Background: an optimization exercise with open tools, aiming at small area. Do not read the settings as production practice.
Function was checked by simulation only, so behaviour that the tests miss may differ from the original.
In this run the design's own scripts or RTL, not TritonCTS, make the clock network.
The clock input has no modelled driver; a real chip could not lean on it and would need a root buffer or a full tree.
No activity file was given, so power comes from the tool's default toggle rates.

`flow/run.sh`:
```
#!/bin/bash
# Own layout flow: the standard layout (standard.sh) with three changes.
#  1. After the standard synthesis, the combinational logic is re-mapped by
#     ABC for area (flow/resynth.sh); every flip-flop stays as synthesised.
#  2. Ports are buffered with buf_1 cells.
#  3. The clock tree is a few hand-placed clock buffers (flow/clock_buffers.tcl,
#     run as the CTS step's PRE hook) in place of CTS's H-tree.
# Each tool's output goes to a log file of its own in this folder.
set -euo pipefail
W=$(pwd)
R=$W/orfs/results/sky130hd/top_digital_clock/base
export BUFFER_PORTS_ARGS="-buffer_cell sky130_fd_sc_hd__buf_1"
export PRE_CTS_TCL=$W/flow/clock_buffers.tcl
export CLK_BUF_CELLS=${CLK_BUF_CELLS:-"sky130_fd_sc_hd__clkbuf_16 sky130_fd_sc_hd__clkbuf_16 sky130_fd_sc_hd__clkbuf_8"}
bash standard.sh synth > synth.log 2>&1
cp $R/1_2_yosys.v $W/standard_synth.v
bash flow/resynth.sh $W/standard_synth.v $W/resynth.v $W > resynth.log 2>&1
cp $W/resynth.v $R/1_2_yosys.v
touch $R/1_2_yosys.v
bash standard.sh > layout.log 2>&1
```
`flow/abc/a1.abc`:
```
strash
dc2
dc2
dch -f
amap
```
`flow/abc/a2.abc`:
```
strash
dc2
dc2
dch -f
amap
strash
dc2
dch -f
amap
```
`flow/abc/d1.abc`:
```
strash
&get -n
&deepsyn -T 20 -S 1
&put
dc2
dch -f
amap
```
`flow/abc/d11.abc`:
```
strash
&get -n
&deepsyn -T 20 -S 11
&put
dc2
dch -f
amap
```
`flow/abc/d13.abc`:
```
strash
&get -n
&deepsyn -T 20 -S 13
&put
dc2
dch -f
amap
```
`flow/abc/d19.abc`:
```
strash
&get -n
&deepsyn -T 20 -S 19
&put
dc2
dch -f
amap
```
`flow/abc/d29.abc`:
```
strash
&get -n
&deepsyn -T 20 -S 29
&put
dc2
dch -f
amap
```
`flow/abc/d3.abc`:
```
strash
&get -n
&deepsyn -T 20 -S 3
&put
dc2
dch -f
amap
```
`flow/abc/d31.abc`:
```
strash
&get -n
&deepsyn -T 20 -S 31
&put
dc2
dch -f
amap
```
`flow/abc/d42.abc`:
```
strash
&get -n
&deepsyn -T 20 -S 42
&put
dc2
dch -f
amap
```
`flow/abc/d53.abc`:
```
strash
&get -n
&deepsyn -T 20 -S 53
&put
dc2
dch -f
amap
```
`flow/abc/d61.abc`:
```
strash
&get -n
&deepsyn -T 20 -S 61
&put
dc2
dch -f
amap
```
`flow/abc/d7.abc`:
```
strash
&get -n
&deepsyn -T 20 -S 7
&put
dc2
dch -f
amap
```
`flow/abc/d77.abc`:
```
strash
&get -n
&deepsyn -T 20 -S 77
&put
dc2
dch -f
amap
```
`flow/abc/d89.abc`:
```
strash
&get -n
&deepsyn -T 20 -S 89
&put
dc2
dch -f
amap
```
`flow/abc/d97.abc`:
```
strash
&get -n
&deepsyn -T 20 -S 97
&put
dc2
dch -f
amap
```
`flow/clock_buffers.tcl`:
```
# Replaces CTS's tree: the flip-flops' clock pins are grouped by position
# (balanced k-means) and each group is driven by one clock buffer
# placed at its centre. The clock port then drives only those buffers.
# CLK_BUF_CELLS lists one clock buffer cell per group; each group's share of
# the pins follows the buffer's drive (the number ending its name).
set cells $::env(CLK_BUF_CELLS)
set nbuf [llength $cells]
set block [ord::get_db_block]
set wsum 0
foreach c $cells { incr wsum [lindex [split $c _] end] }
set clknet [$block findNet clk_50mhz]
set items {}
foreach it [$clknet getITerms] {
  set loc [[$it getInst] getLocation]
  lappend items [list [lindex $loc 0] [lindex $loc 1] $it]
}
set n [llength $items]
puts "clock_buffers: $n clock pins, buffers $cells"
# k-means, seeded with points spread along the sorted x order
set items [lsort -integer -index 0 $items]
set cent {}
for {set b 0} {$b < $nbuf} {incr b} {
  set e [lindex $items [expr {(2 * $b + 1) * $n / (2 * $nbuf)}]]
  lappend cent [list [lindex $e 0] [lindex $e 1]]
}
for {set iter 0} {$iter < 50} {incr iter} {
  # balanced assignment: nearest centre first, at most cap pins per buffer
  for {set b 0} {$b < $nbuf} {incr b} {
    set w [lindex [split [lindex $cells $b] _] end]
    set cap($b) [expr {int(ceil(double($n) * $w / $wsum))}]
  }
  set pairs {}
  set i 0
  foreach e $items {
    for {set b 0} {$b < $nbuf} {incr b} {
      set c [lindex $cent $b]
      lappend pairs [list [expr {abs([lindex $e 0] - [lindex $c 0]) + abs([lindex $e 1] - [lindex $c 1])}] $i $b]
    }
    incr i
  }
  for {set b 0} {$b < $nbuf} {incr b} { set grp($b) {}; set cnt($b) 0 }
  array unset done
  foreach pr [lsort -integer -index 0 $pairs] {
    lassign $pr d i b
    if {[info exists done($i)] || $cnt($b) >= $cap($b)} continue
    set done($i) 1
    incr cnt($b)
    lappend grp($b) [lindex $items $i]
  }
  set newc {}
  for {set b 0} {$b < $nbuf} {incr b} {
    set sx 0; set sy 0; set k [llength $grp($b)]
    if {$k == 0} { lappend newc [lindex $cent $b]; continue }
    foreach e $grp($b) { incr sx [lindex $e 0]; incr sy [lindex $e 1] }
    lappend newc [list [expr {$sx / $k}] [expr {$sy / $k}]]
  }
  if {$newc eq $cent} break
  set cent $newc
}
for {set b 0} {$b < $nbuf} {incr b} {
  if {[llength $grp($b)] == 0} continue
  set c [lindex $cent $b]
  set master [[ord::get_db] findMaster [lindex $cells $b]]
  set inst [odb::dbInst_create $block $master "clkbuf_hand_$b"]
  set net [odb::dbNet_create $block "clknet_hand_$b"]
  $net setSigType CLOCK
  foreach e $grp($b) {
    set it [lindex $e 2]
    $it disconnect
    $it connect $net
  }
  [$inst findITerm A] connect $clknet
  [$inst findITerm X] connect $net
  $inst setLocation [lindex $c 0] [lindex $c 1]
  $inst setPlacementStatus PLACED
  puts "clock_buffers: clkbuf_hand_$b drives [llength $grp($b)] pins at $c"
}
proc clock_tree_synthesis { args } {
  puts "clock_tree_synthesis skipped: clock buffers placed by clock_buffers.tcl"
}
```
`flow/gen_map.py`:
```
#!/usr/bin/env python3
"""Writes a Yosys techmap file that turns each combinational cell of a
Liberty library into plain logic (from its pins' function attributes).
usage: gen_map.py LIB > comb_map.v"""
import re, sys

text = open(sys.argv[1]).read()

def cells(t):
    for m in re.finditer(r'\n\s*cell\s*\(\s*"?([\w]+)"?\s*\)\s*\{', t):
        name, start = m.group(1), m.end()
        depth, i = 1, start
        while depth:
            c = t[i]
            if c == '{': depth += 1
            elif c == '}': depth -= 1
            i += 1
        yield name, t[start:i - 1]

def pins(body):
    for m in re.finditer(r'\n\s*pin\s*\(\s*"?([\w]+)"?\s*\)\s*\{', body):
        name, start = m.group(1), m.end()
        depth, i = 1, start
        while depth:
            c = body[i]
            if c == '{': depth += 1
            elif c == '}': depth -= 1
            i += 1
        yield name, body[start:i - 1]

def expr(f):
    f = f.replace('!', '~').replace('*', '&').replace('+', '|')
    return f

out = []
for name, body in cells(text):
    if re.search(r'\b(ff|latch|statetable)\s*\(', body) or 'lpflow' in name or 'probe' in name:
        continue
    ins, outs = [], []
    for p, pb in pins(body):
        d = re.search(r'direction\s*:\s*"?(\w+)"?', pb)
        if not d:
            continue
        if d.group(1) == 'input':
            ins.append(p)
        elif d.group(1) == 'output':
            f = re.search(r'function\s*:\s*"([^"]*)"', pb)
            if not f:
                outs = None
                break
            outs.append((p, f.group(1)))
    if not outs:
        continue
    if any(re.search(r'VPWR|VGND|KAPWR|SLEEP', f) for _, f in outs):
        continue
    ports = ins + [p for p, _ in outs]
    out.append(f'module {name} ({", ".join(ports)});')
    for p in ins:
        out.append(f'  input {p};')
    for p, f in outs:
        out.append(f'  output {p};')
        out.append(f'  assign {p} = {expr(f)};')
    out.append('endmodule')
print('\n'.join(out))
```
`flow/resynth.sh`:
```
#!/bin/bash
# usage: resynth.sh IN.v OUT.v LOGDIR
# Re-maps the combinational logic of the standard synthesis netlist with ABC,
# area-oriented, keeping every flip-flop instance (name, cell type and
# connections) as it is. Tries the ABC scripts in flow/abc/*.abc and keeps
# the smallest result.
set -euo pipefail
IN=$1; OUT=$2; LOGDIR=$3
HERE=$(cd "$(dirname "$0")" && pwd)
YOSYS=$(command -v yosys || echo $FLOW_HOME/../tools/install/yosys/bin/yosys)
LIB=$FLOW_HOME/platforms/sky130hd/lib/sky130_fd_sc_hd__tt_025C_1v80.lib
TMP=$LOGDIR/resynth_tmp
mkdir -p $TMP
python3 $HERE/gen_map.py $LIB > $TMP/comb_map.v
DU=""
for c in $(sed -n '/DONT_USE_CELLS +=/,/^$/p' $FLOW_HOME/platforms/sky130hd/config.mk | tr -d '\\' | grep -o 'sky130_fd_sc_hd__[a-z0-9_]*'); do DU="$DU -dont_use $c"; done
run_one() {
  local s=$1 n
  n=$(basename $s .abc)
  $YOSYS -p "
read_liberty -lib $LIB
read_verilog $IN
hierarchy -top top_digital_clock
techmap -map $TMP/comb_map.v
techmap
opt -purge
abc -liberty $LIB $DU -script $s
opt_clean -purge
hilomap -singleton -hicell sky130_fd_sc_hd__conb_1 HI -locell sky130_fd_sc_hd__conb_1 LO
insbuf -buf sky130_fd_sc_hd__buf_4 A X
splitnets
opt_clean -purge
tee -o $TMP/$n.stat stat -liberty $LIB
write_verilog -noattr -noexpr -nohex -nodec $TMP/$n.v
" > $LOGDIR/resynth_$n.log 2>&1 || echo "resynth: $n failed"
}
jobs_max=${NUM_CORES:-4}
for s in $HERE/abc/*.abc; do
  while (( $(jobs -rp | wc -l) >= jobs_max )); do sleep 1; done
  run_one $s &
done
wait
best=""; besta=""
for s in $HERE/abc/*.abc; do
  n=$(basename $s .abc)
  [[ -f $TMP/$n.stat && -f $TMP/$n.v ]] || continue
  a=$(grep "Chip area" $TMP/$n.stat | awk '{print $NF}')
  echo "resynth: $n area $a"
  if [[ -z "$besta" ]] || python3 -c "import sys; sys.exit(0 if $a < $besta else 1)"; then best=$n; besta=$a; fi
done
[[ -n "$best" ]] || { echo "resynth: no result"; exit 1; }
echo "resynth: using $best ($besta)"
cp $TMP/$best.v $OUT
```
`standard.sh`:
```
#!/bin/bash
# synth_recipe.tcl (not shown) runs the flow's synth.tcl, then flattens the netlist and writes it again
# the make line also repeats each setting of config.mk as NAME=value (left out here)
make -C /OpenROAD-flow-scripts/flow DESIGN_CONFIG=/design/flow/config.mk WORK_HOME=/design/flow/orfs CLKGATE_MAP_FILE= SYNTH_SCRIPT=/design/flow/synth_recipe.tcl "${@:-finish}"
```
`config.mk`:
```
export PLATFORM = sky130hd
export DESIGN_NAME = top_digital_clock
export DESIGN_NICKNAME = top_digital_clock
export VERILOG_FILES = /design/flow/design.v
export SDC_FILE = /design/flow/constraint.sdc
export NUM_CORES = 4
export LEC_CHECK = 0
export ABC_AREA = 1
export CAP_MARGIN = 20
export CORE_MARGIN = 2
export CORE_UTILIZATION = 70
export SLEW_MARGIN = 20
```
`constraint.sdc`:
```
create_clock -name core_clock -period 10.0 [get_ports {clk_50mhz}]
set_input_delay 2.0000 -clock core_clock [delete_from_list [all_inputs] [get_ports {clk_50mhz}]]
set_output_delay 2.0000 -clock core_clock [all_outputs]
set_load 0.01 [all_outputs]
```
`design.v`:
```
module time_regs (
    input  logic clk,
    input  logic rst_n,
    input  logic adv,
    input  logic inc_en,
    input  logic mh, input logic mm, input logic ms,
    output logic [1:0] h1, output logic [3:0] h0,
    output logic [2:0] m1, output logic [3:0] m0,
    output logic [2:0] s1, output logic [3:0] s0
);
    function automatic [3:0] t10(input [3:0] d, input e);
        t10 = {e & d[0] & (d[3] | (d[1] & d[2])), e & d[0] & d[1], e & d[0] & ~d[3], e};
    endfunction
    function automatic [2:0] t6(input [2:0] d, input e);
        t6 = {e & d[0] & (d[1] | d[2]), e & d[0] & ~d[2], e};
    endfunction
    wire s0_9 = s0[0] & s0[3];
    wire m0_9 = m0[0] & m0[3];
    wire s59 = s0_9 & s1[0] & s1[2];
    wire m59 = m0_9 & m1[0] & m1[2];
    wire h23 = h1[1] & h0[0] & h0[1];
    wire e_s = adv | (inc_en & ms);
    wire e_m = (adv & s59) | (inc_en & mm);
    wire e_h = (adv & s59 & m59) | (inc_en & mh);
    logic [1:0] h1x; logic [3:0] h0x;
    assign h1 = h1x ^ 2'd1;
    assign h0 = h0x ^ 4'd2;
    always_ff @(posedge clk or negedge rst_n) begin
        if (!rst_n) begin
            h1x <= 2'd0; h0x <= 4'd0;
            m1 <= 3'd0; m0 <= 4'd0;
            s1 <= 3'd0; s0 <= 4'd0;
        end else begin
            s0 <= s0 ^ t10(s0, e_s);
            s1 <= s1 ^ t6(s1, e_s & s0_9);
            m0 <= m0 ^ t10(m0, e_m);
            m1 <= m1 ^ t6(m1, e_m & m0_9);
            if (e_h & h23) begin
                h1x <= 2'd1; h0x <= 4'd2;
            end else begin
                h0x <= h0x ^ t10(h0, e_h);
                h1x <= h1x ^ {e_h & h0[0] & h0[3] & h1[0], e_h & h0[0] & h0[3]};
            end
        end
    end
endmodule
module debouncer (
    input  logic clk,
    input  logic rst_n,
    input  logic btn_n,
    output logic pulse
);
    localparam logic [9:0] START = 10'h114;
    logic q1, q2, t1, p;
    logic [9:0] x;
    wire [9:0] c = x ^ START;
    wire diff = q1 ^ q2;
    wire done = (c[6:0] == 7'd0);
    wire fb   = (c[9] ^ c[0]) & ~done;
    wire [9:0] c_next = {c[8:0], fb};
    always_ff @(posedge clk or negedge rst_n) begin
        if (!rst_n) begin
            q1 <= 1'b0; q2 <= 1'b0; t1 <= 1'b0; p <= 1'b0;
            x <= '0;
        end else begin
            q1 <= btn_n;
            q2 <= q1;
            x  <= diff ? 10'd0 : (c_next ^ START);
            if (done) begin
                t1 <= q2;
                p  <= t1 & ~q2;
            end
        end
    end
    assign pulse = p;
endmodule
module display_mux (
    input  logic [2:0] sel,
    input  logic       blink,
    input  logic mh, input logic mm, input logic ms,
    input  logic [1:0] h1, input logic [3:0] h0,
    input  logic [2:0] m1, input logic [3:0] m0,
    input  logic [2:0] s1, input logic [3:0] s0,
    output logic [7:0] seg_out,
    output logic [7:0] an_out
);
    logic [5:0] a;
    always_comb for (int i = 0; i < 6; i++) a[i] = (sel == i);
    assign an_out = {2'b00, a};
    wire [3:0] d = ({4{a[0]}} & s0) | ({4{a[1]}} & {1'b0, s1}) |
                   ({4{a[2]}} & m0) | ({4{a[3]}} & {1'b0, m1}) |
                   ({4{a[4]}} & h0) | ({4{a[5]}} & {2'b00, h1});
    wire dp = ~(a[2] | a[4]);
    wire blank = blink & ((mh & (a[4] | a[5])) |
                          (mm & (a[2] | a[3])) |
                          (ms & (a[0] | a[1])));
    wire A = d[3], B = d[2], C = d[1], D = d[0];
    wire [6:0] on;
    assign on[0] = A | C | (B & D) | (~B & ~D);
    assign on[1] = ~B | (~C & ~D) | (C & D);
    assign on[2] = B | ~C | D;
    assign on[3] = A | (~B & ~D) | (~B & C) | (C & ~D) | (B & ~C & D);
    assign on[4] = (~B & ~D) | (C & ~D);
    assign on[5] = A | (~C & ~D) | (B & ~C) | (B & ~D);
    assign on[6] = A | (~B & C) | (B & ~C) | (C & ~D);
    assign seg_out = {dp | blank, ~on | {7{blank}}};
endmodule
module top_digital_clock (
    input  logic clk_50mhz,
    input  logic rst_n,
    input  logic btn_set_n,
    input  logic btn_sel_n,
    input  logic btn_inc_n,
    output logic [7:0] seg_out,
    output logic [7:0] an_out
);
    logic [5:0] lo;
    logic [2:0] mid;
    logic [5:0] hi;
    wire z5 = (lo[4:0] == 5'd0);
    wire c6 = lo[5] & z5;
    wire c9 = c6 & (&mid);
    always_ff @(posedge clk_50mhz or negedge rst_n)
        if (!rst_n) begin
            lo <= '0; mid <= '0; hi <= '0;
        end else begin
            lo <= {lo[4:0], lo[5] ^ lo[4] ^ z5};
            if (c6) mid <= mid + 3'd1;
            if (c9) hi  <= hi + 6'd1;
        end
    wire tick  = c9 & (&hi);
    wire blink = hi[5];
    wire [2:0] sel = mid;
    wire set_p, sel_p, inc_p;
    debouncer u_db_set (.clk(clk_50mhz), .rst_n(rst_n), .btn_n(btn_set_n), .pulse(set_p));
    debouncer u_db_sel (.clk(clk_50mhz), .rst_n(rst_n), .btn_n(btn_sel_n), .pulse(sel_p));
    debouncer u_db_inc (.clk(clk_50mhz), .rst_n(rst_n), .btn_n(btn_inc_n), .pulse(inc_p));
    localparam logic [1:0] SH = 2'd1, SM = 2'd2, SS = 2'd3;
    logic [1:0] st;
    wire run = (st == 2'd0);
    wire mh = (st == SH), mm = (st == SM), ms = (st == SS);
    always_ff @(posedge clk_50mhz or negedge rst_n)
        if (!rst_n)       st <= 2'd0;
        else if (set_p)   st <= run ? SH : 2'd0;
        else if (sel_p && !run) st <= mh ? SM : mm ? SS : SH;
    logic [1:0] h1; logic [3:0] h0;
    logic [2:0] m1; logic [3:0] m0;
    logic [2:0] s1; logic [3:0] s0;
    time_regs u_time (
        .clk(clk_50mhz), .rst_n(rst_n),
        .adv(run & tick & ~set_p),
        .inc_en(~run & inc_p & ~set_p),
        .mh(mh), .mm(mm), .ms(ms),
        .h1(h1), .h0(h0), .m1(m1), .m0(m0), .s1(s1), .s0(s0)
    );
    display_mux u_disp (
        .sel(sel), .blink(blink), .mh(mh), .mm(mm), .ms(ms),
        .h1(h1), .h0(h0), .m1(m1), .m0(m0), .s1(s1), .s0(s0),
        .seg_out(seg_out), .an_out(an_out)
    );
endmodule
```
==> results.py <==
metrics = {
    "sta": {
        "finalSetupViolCount": 0,
        "slew_headroom": 0.380,
        "tns_ns": 0,
        "max_freq_mhz": 233,
        "min_period_over_period": 0.428,
        "hold-worst-slack_ns": 0.366,
        "finalCriticalPeriod_ns": 4.28,
        "drv_slew": 0,
        "hold_viol_final": 0,
        "rsz0062_at_grt": "no",
        "worstMarginPinSlew_ns": 0.929,
        "finClkSkew_ns": 0.0221,
    },
    "die": {
        "rows": 24,
        "core_area_um2": 4260,
        "die_area_um2": 4910,
        "ios": 21,
        "chipWidth_um": 70.1,
        "start_util": 0.716,
        "die_h_um": 70.1,
    },
    "logic_synthesis": {
        "synth_cells": 296,
        "syn_area_um2": 3050,
        "postSynthAreaPerCell_um2": 10.3,
        "yosysWarnings": 4,
    },
    "detailed_routing": {
        "wire_per_inst_um": 13.5,
        "via_per_inst": 5.74,
        "antenna_left": 0,
        "vias": 2111,
        "first_iter_violations": 168,
        "drc": 0,
        "firstDrtPassIters": 5,
        "wirelength_um": 4960,
    },
    "setup_path": {
        "crit_top_cell": "nor2_1",
        "slowest_delay_ns": 0.48,
        "cp.required_ns": 8.00,
        "critPathLaunchType": "flop",
        "critPathArrivalTime_ns": 2.28,
        "crit_type": "flop to primary output",
        "cp_slowest_cell": "a222oi_1",
        "cp_max_fo": 4,
        "end_kind": "primary output",
        "worstPathCellList": "clkinv_1 > nand2_1 > nor2_1 > a222oi_1 > a21oi_1 > nor2_1 > o221ai_1 > o21ai_0 > buf_1",
    },
    "status": {
        "outcome": "complete, no violations",
    },
    "power": {
        "p_leak_nw": 1.45,
        "p_per_area_nw_per_um2": 186,
        "ir_worst_vdd_mv": 0.178,
    },
    "cts": {
        "cts_resized": 0,
        "ctsHoldBuffers": 0,
        "post_cts_buffers": 0,
        "clkLatencyLatePin_ns": 0.17,
        "clkSlewWorstSetupHoldPaths_ns": 0.11,
    },
    "placement": {
        "gp_congestion": 0.865,
        "hpwl_um": 3640,
        "numPortBuffers": 18,
    },
    "run": {
        "maxCapViolations": 0,
    },
    "grt": {
        "grt_pass1_vias": 1961,
        "grt_first_pass_wirelength_um": 8730,
        "grt_max_degree": 80,
        "overflow": 0,
        "antenna_found_initial": 0,
        "grt_use_total": 0.216,
    },
    "layout": {
        "utilization": 0.761,
        "drive_gt1_frac": 0.0127,
        "area_growth_pct": 6.19,
        "n_antenna_cell": 0,
        "num-nets-final": 323,
    },
    "worst_hold_path": {
        "hp-class": "flop to flop",
    },
}
[flip-flops by register name, summed over array words and instances (netlist names), 2 cells and up]
name / flops
mid: 3
hi: 6
u_time.s1: 3
u_time.s0: 4
u_time.h0x: 4
u_db_set.x: 10
u_time.m0: 4
u_db_sel.x: 10
st: 2
lo: 6
u_db_inc.x: 10
u_time.m1: 3
u_time.h1x: 2
[area by class of cell]
class	instances	area (um^2)
Timing Repair Buffer	18	71.3
Fill cell	303	1020
Inverter	27	101
Multi-Input combinational cell	189	965
Sequential cell	79	1980
Tap cell	52	65.1
Buffer	3	63.8
[placed cells by master, fill, tap and decap left out, types with 2 or more instances in the layout]
cell type	count
nor2_1	68
a2111oi_0	3
nand3_1	11
clkbuf_16	2
buf_1	17
o22ai_1	6
nand2b_1	2
o31ai_1	3
o21a_1	8
nand2_1	19
o21ai_0	13
a22oi_1	2
a21oi_1	15
and3_1	5
nor3_1	5
clkinv_1	27
o221ai_1	2
a222oi_1	6
nor4_1	3
conb_1	2
nor2b_1	9
dfrtp_1	79
[layer usage]
layer | vias to the layer above | routed length, um | global-route usage
li1 | 1057 | - | -
met1 | 998 | 2210 | 0.311
met2 | 51 | 2480 | 0.384
met3 | 5 | 218 | 0.0101
met4 | 0 | 45 | 0.0235
met5 | - | 0 | 0
[metrics by stage]
step                      power (mW)  worst slack, ns  std cells  area (um^2)
after floorplan                0.458             6.16        297         3060
after global placement         0.487             6.07        365         3180
after detailed placement       0.493             5.96        365         3180
after CTS                      0.587             5.96        368         3240
after global routing           0.639             5.53        368         3240
final                          0.604             5.72        368         3240
[report_power, final]
group / internal, mW / switching, mW / total (mW) / leakage [nW]
registers: 0.358 / 0.0341 / 0.392 / 1.03
clock network: 0.0464 / 0.0717 / 0.118 / 0.0318
logic: 0.0381 / 0.0558 / 0.0939 / 0.388
total: 0.442 / 0.162 / 0.604 / 1.45
[final timing paths]
| path | from | endpoint | slack, ns | cells after the start |
|---|---|---|---|---|
| max | mid[1] | seg_out[0] | 5.72 | 9 |
| min | lo[2] | lo[3] | 0.37 | 0 |
| max reg2reg | lo[4] | u_time.m1[1] | 6.25 | 18 |
| min reg2reg | lo[2] | lo[3] | 0.37 | 0 |
| max in group asynchronous | rst_n | u_db_inc.x[8] | 7.43 | 1 |
| min in group asynchronous | rst_n | u_time.s0[1] | 1.96 | 1 |
[critical path: cells and delay by family, from the launching register on]
family	cells	cell delay [ns]
flip-flops	1	0.38
buffers and inverters	2	0.29
AND/OR/NAND/NOR	3	0.44
AO/OA/AOI/OAI	4	1.00

-- re-timing with driven ports --
Ports are ideal in the flow. The routed layout listed here was re-timed in OpenROAD. Step 1 (the two cells are an assumption about what drives the block):
set clk [get_ports {clk_50mhz}]
set_driving_cell -lib_cell sky130_fd_sc_hd__clkbuf_16 $clk
set_driving_cell -lib_cell sky130_fd_sc_hd__buf_2 [delete_from_list [all_inputs] $clk]
Step 2 adds t to the input delays and takes it off the output delays; t is the mean of the earliest and latest rising clock arrival at the registers after step 1. Input paths then give back, and output paths get back, about the clock's delay inside the block. Slacks: ideal / step 1 / step 2; pairs: ideal / step 1.
shift t [ns]: 0.215
setup WS [ns]: 5.716 / 5.662 / 5.877
worst setup path at the end: register to output
clock arrival spread, ns: 0.022 / 0.023
worst slew at a driven data input, ns: 0.03
After both steps setup and hold are still met in this run. The setup slack of this run moves by -0.054 ns with the drivers and by +0.161 ns with both steps.
